Background: an optimization exercise with open tools, aiming at small area. Do not read the settings as production practice.
Only simulation tests tie the RTL to the original design; equivalence was not proved.
Power and IR drop assume default switching activity.

## tlb
module tlb (
    input wire clk, reset,
    input wire [31:0] vaddr,
    output reg [31:0] paddr,
    output reg hit,
    input wire mmu_update_request,
    input wire [31:0] mmu_paddr
);
Size in the first run: ~13,000 cells after synthesis, about 100 I/O pins, ~160,000 µm² of cells after synthesis.
export LEC_CHECK = 0
export CAP_MARGIN = 20
export CORE_MARGIN = 2
export CORE_UTILIZATION = 40
export CTS_BUF_LIST = sky130_fd_sc_hd__clkbuf_8
export CTS_CLUSTER_DIAMETER = 50
export CTS_CLUSTER_SIZE = 16
export PLACE_DENSITY = 0.75
export SLEW_MARGIN = 20
export SYNTH_HIERARCHICAL = 1
export SYNTH_MEMORY_MAX_BITS = 16384
export SYNTH_MINIMUM_KEEP_SIZE = 0
create_clock -name core_clock -period 8.0 [get_ports {clk}]
standard.sh (not shown) runs the stock make flow with config.mk's settings and CLKGATE_MAP_FILE= SYNTH_SCRIPT=/design/flow/synth_recipe.tcl, a recipe that flattens the netlist after the stock synthesis.
==> flow/flow/run.sh <==
#!/bin/bash
# Own layout flow: the standard synthesis unchanged (standard.sh synth),
# then the standard layout (standard.sh) with two changes passed to ORFS:
#  - the resizer may not use buffers larger than buf_2/clkbuf_2, so the fanout
#    trees it builds for the wide write and select nets use many small buffers
#    instead of a few very large ones;
#  - clock tree synthesis uses clkbuf_8 in clusters of at most 16 sinks within
#    50 um, without dummy loads.
# ORFS keeps each tool's full log under orfs/logs; make's own output goes to
# synth.log and layout.log in this folder.
set -uo pipefail
bash standard.sh synth > synth.log 2>&1 || exit 1
DU="sky130_fd_sc_hd__probe_p_8 sky130_fd_sc_hd__probec_p_8 sky130_fd_sc_hd__lpflow_bleeder_1 sky130_fd_sc_hd__lpflow_clkbufkapwr_1 sky130_fd_sc_hd__lpflow_clkbufkapwr_16 sky130_fd_sc_hd__lpflow_clkbufkapwr_2 sky130_fd_sc_hd__lpflow_clkbufkapwr_4 sky130_fd_sc_hd__lpflow_clkbufkapwr_8 sky130_fd_sc_hd__lpflow_clkinvkapwr_1 sky130_fd_sc_hd__lpflow_clkinvkapwr_16 sky130_fd_sc_hd__lpflow_clkinvkapwr_2 sky130_fd_sc_hd__lpflow_clkinvkapwr_4 sky130_fd_sc_hd__lpflow_clkinvkapwr_8 sky130_fd_sc_hd__lpflow_decapkapwr_12 sky130_fd_sc_hd__lpflow_decapkapwr_3 sky130_fd_sc_hd__lpflow_decapkapwr_4 sky130_fd_sc_hd__lpflow_decapkapwr_6 sky130_fd_sc_hd__lpflow_decapkapwr_8 sky130_fd_sc_hd__lpflow_inputiso0n_1 sky130_fd_sc_hd__lpflow_inputiso0p_1 sky130_fd_sc_hd__lpflow_inputiso1n_1 sky130_fd_sc_hd__lpflow_inputiso1p_1 sky130_fd_sc_hd__lpflow_inputisolatch_1 sky130_fd_sc_hd__lpflow_isobufsrc_1 sky130_fd_sc_hd__lpflow_isobufsrc_16 sky130_fd_sc_hd__lpflow_isobufsrc_2 sky130_fd_sc_hd__lpflow_isobufsrc_4 sky130_fd_sc_hd__lpflow_isobufsrc_8 sky130_fd_sc_hd__lpflow_isobufsrckapwr_16 sky130_fd_sc_hd__lpflow_lsbuf_lh_hl_isowell_tap_1 sky130_fd_sc_hd__lpflow_lsbuf_lh_hl_isowell_tap_2 sky130_fd_sc_hd__lpflow_lsbuf_lh_hl_isowell_tap_4 sky130_fd_sc_hd__lpflow_lsbuf_lh_isowell_4 sky130_fd_sc_hd__lpflow_lsbuf_lh_isowell_tap_1 sky130_fd_sc_hd__lpflow_lsbuf_lh_isowell_tap_2 sky130_fd_sc_hd__lpflow_lsbuf_lh_isowell_tap_4"
DU="$DU sky130_fd_sc_hd__buf_4 sky130_fd_sc_hd__buf_6 sky130_fd_sc_hd__buf_8 sky130_fd_sc_hd__buf_12 sky130_fd_sc_hd__buf_16"
DU="$DU sky130_fd_sc_hd__bufbuf_8 sky130_fd_sc_hd__bufbuf_16 sky130_fd_sc_hd__bufinv_8 sky130_fd_sc_hd__bufinv_16"
DU="$DU sky130_fd_sc_hd__clkbuf_4 sky130_fd_sc_hd__clkbuf_8 sky130_fd_sc_hd__clkbuf_16"
CTS="-sink_clustering_enable -repair_clock_nets -buf_list sky130_fd_sc_hd__clkbuf_8"
CTS="$CTS -sink_clustering_size 16 -sink_clustering_max_diameter 50 -dont_use_dummy_load"
bash standard.sh "DONT_USE_CELLS=$DU" "CTS_ARGS=$CTS" finish > layout.log 2>&1 || exit 1
==> next run, changes <==
--- a/flow/flow/run.sh
+++ b/flow/flow/run.sh
@@ -3 +3 @@
-# then the standard layout (standard.sh) with two changes passed to ORFS:
+# then the standard layout (standard.sh) with these changes passed to ORFS:
@@ -7,2 +7,5 @@
-#  - clock tree synthesis uses clkbuf_8 in clusters of at most 16 sinks within
-#    50 um, without dummy loads.
+#  - clock tree synthesis uses clkbuf_4 in clusters of at most 9 sinks within
+#    40 um, without dummy loads;
+#  - up to and including CTS the resizer aims 10% (not 20%) below the slew and
+#    capacitance limits; from global routing on it aims 20% below them again,
+#    so the repair after global routing restores the usual margin.
@@ -10 +13 @@
-# synth.log and layout.log in this folder.
+# synth.log, place.log and route.log in this folder.
@@ -17,3 +20,4 @@
-CTS="-sink_clustering_enable -repair_clock_nets -buf_list sky130_fd_sc_hd__clkbuf_8"
-CTS="$CTS -sink_clustering_size 16 -sink_clustering_max_diameter 50 -dont_use_dummy_load"
-bash standard.sh "DONT_USE_CELLS=$DU" "CTS_ARGS=$CTS" finish > layout.log 2>&1 || exit 1
+CTS="-sink_clustering_enable -repair_clock_nets -buf_list sky130_fd_sc_hd__clkbuf_4"
+CTS="$CTS -sink_clustering_size 9 -sink_clustering_max_diameter 40 -dont_use_dummy_load"
+bash standard.sh "DONT_USE_CELLS=$DU" "CTS_ARGS=$CTS" SLEW_MARGIN=10 CAP_MARGIN=10 cts > place.log 2>&1 || exit 1
+bash standard.sh "DONT_USE_CELLS=$DU" "CTS_ARGS=$CTS" SLEW_MARGIN=20 CAP_MARGIN=20 finish > route.log 2>&1 || exit 1
--- a/flow/config.mk
+++ b/flow/config.mk
@@ -11,3 +11,3 @@
-export CTS_BUF_LIST = sky130_fd_sc_hd__clkbuf_8
-export CTS_CLUSTER_DIAMETER = 50
-export CTS_CLUSTER_SIZE = 16
+export CTS_BUF_LIST = sky130_fd_sc_hd__clkbuf_4
+export CTS_CLUSTER_DIAMETER = 40
+export CTS_CLUSTER_SIZE = 9
Outcome:
- cell area goes down by about 0.47%
- routed wire length grows by about 0.9%
- cell count rose by about 1.2%
- setup slack gains 0.48 ns
- area after synthesis stays the same
- combinational power barely changes
- total power came out lower by about 1.7%

port drivers added, routing unchanged:
No port has a modelled driver above. Below, the same layouts with a new extraction and two added sets of constraints. Step 1 assumes that a clkbuf_16 drives the clock port and a buf_2 every other input. Step 2 moves the port delays by t, midway between the first and last clock arrival at a register: inputs arrive t later, outputs are due t later. That takes back most of the time a late clock gives input paths. Slacks: ideal ports / drivers / drivers and shift; pairs: ideal ports / drivers.
run	t (ns)	slack for setup (ns)	hold WS [ns]	latest minus earliest clock arrival (ns)	worst register clock-pin slew, ns
the first run	1.251	0.480 / 0.358 / -0.893	0.479 / 0.479 / 0.479	0.177 / 0.178	0.11 / 0.11
the second run	1.734	0.959 / 0.822 / -0.912	0.177 / 0.107 / 0.483	0.301 / 0.302	0.11 / 0.11
Met with ideal ports but missed after step 2: setup timing in the first run and the second run. For the second run, which loses most, drivers alone change the setup slack by -0.137 ns; drivers and shift together by -1.871 ns.
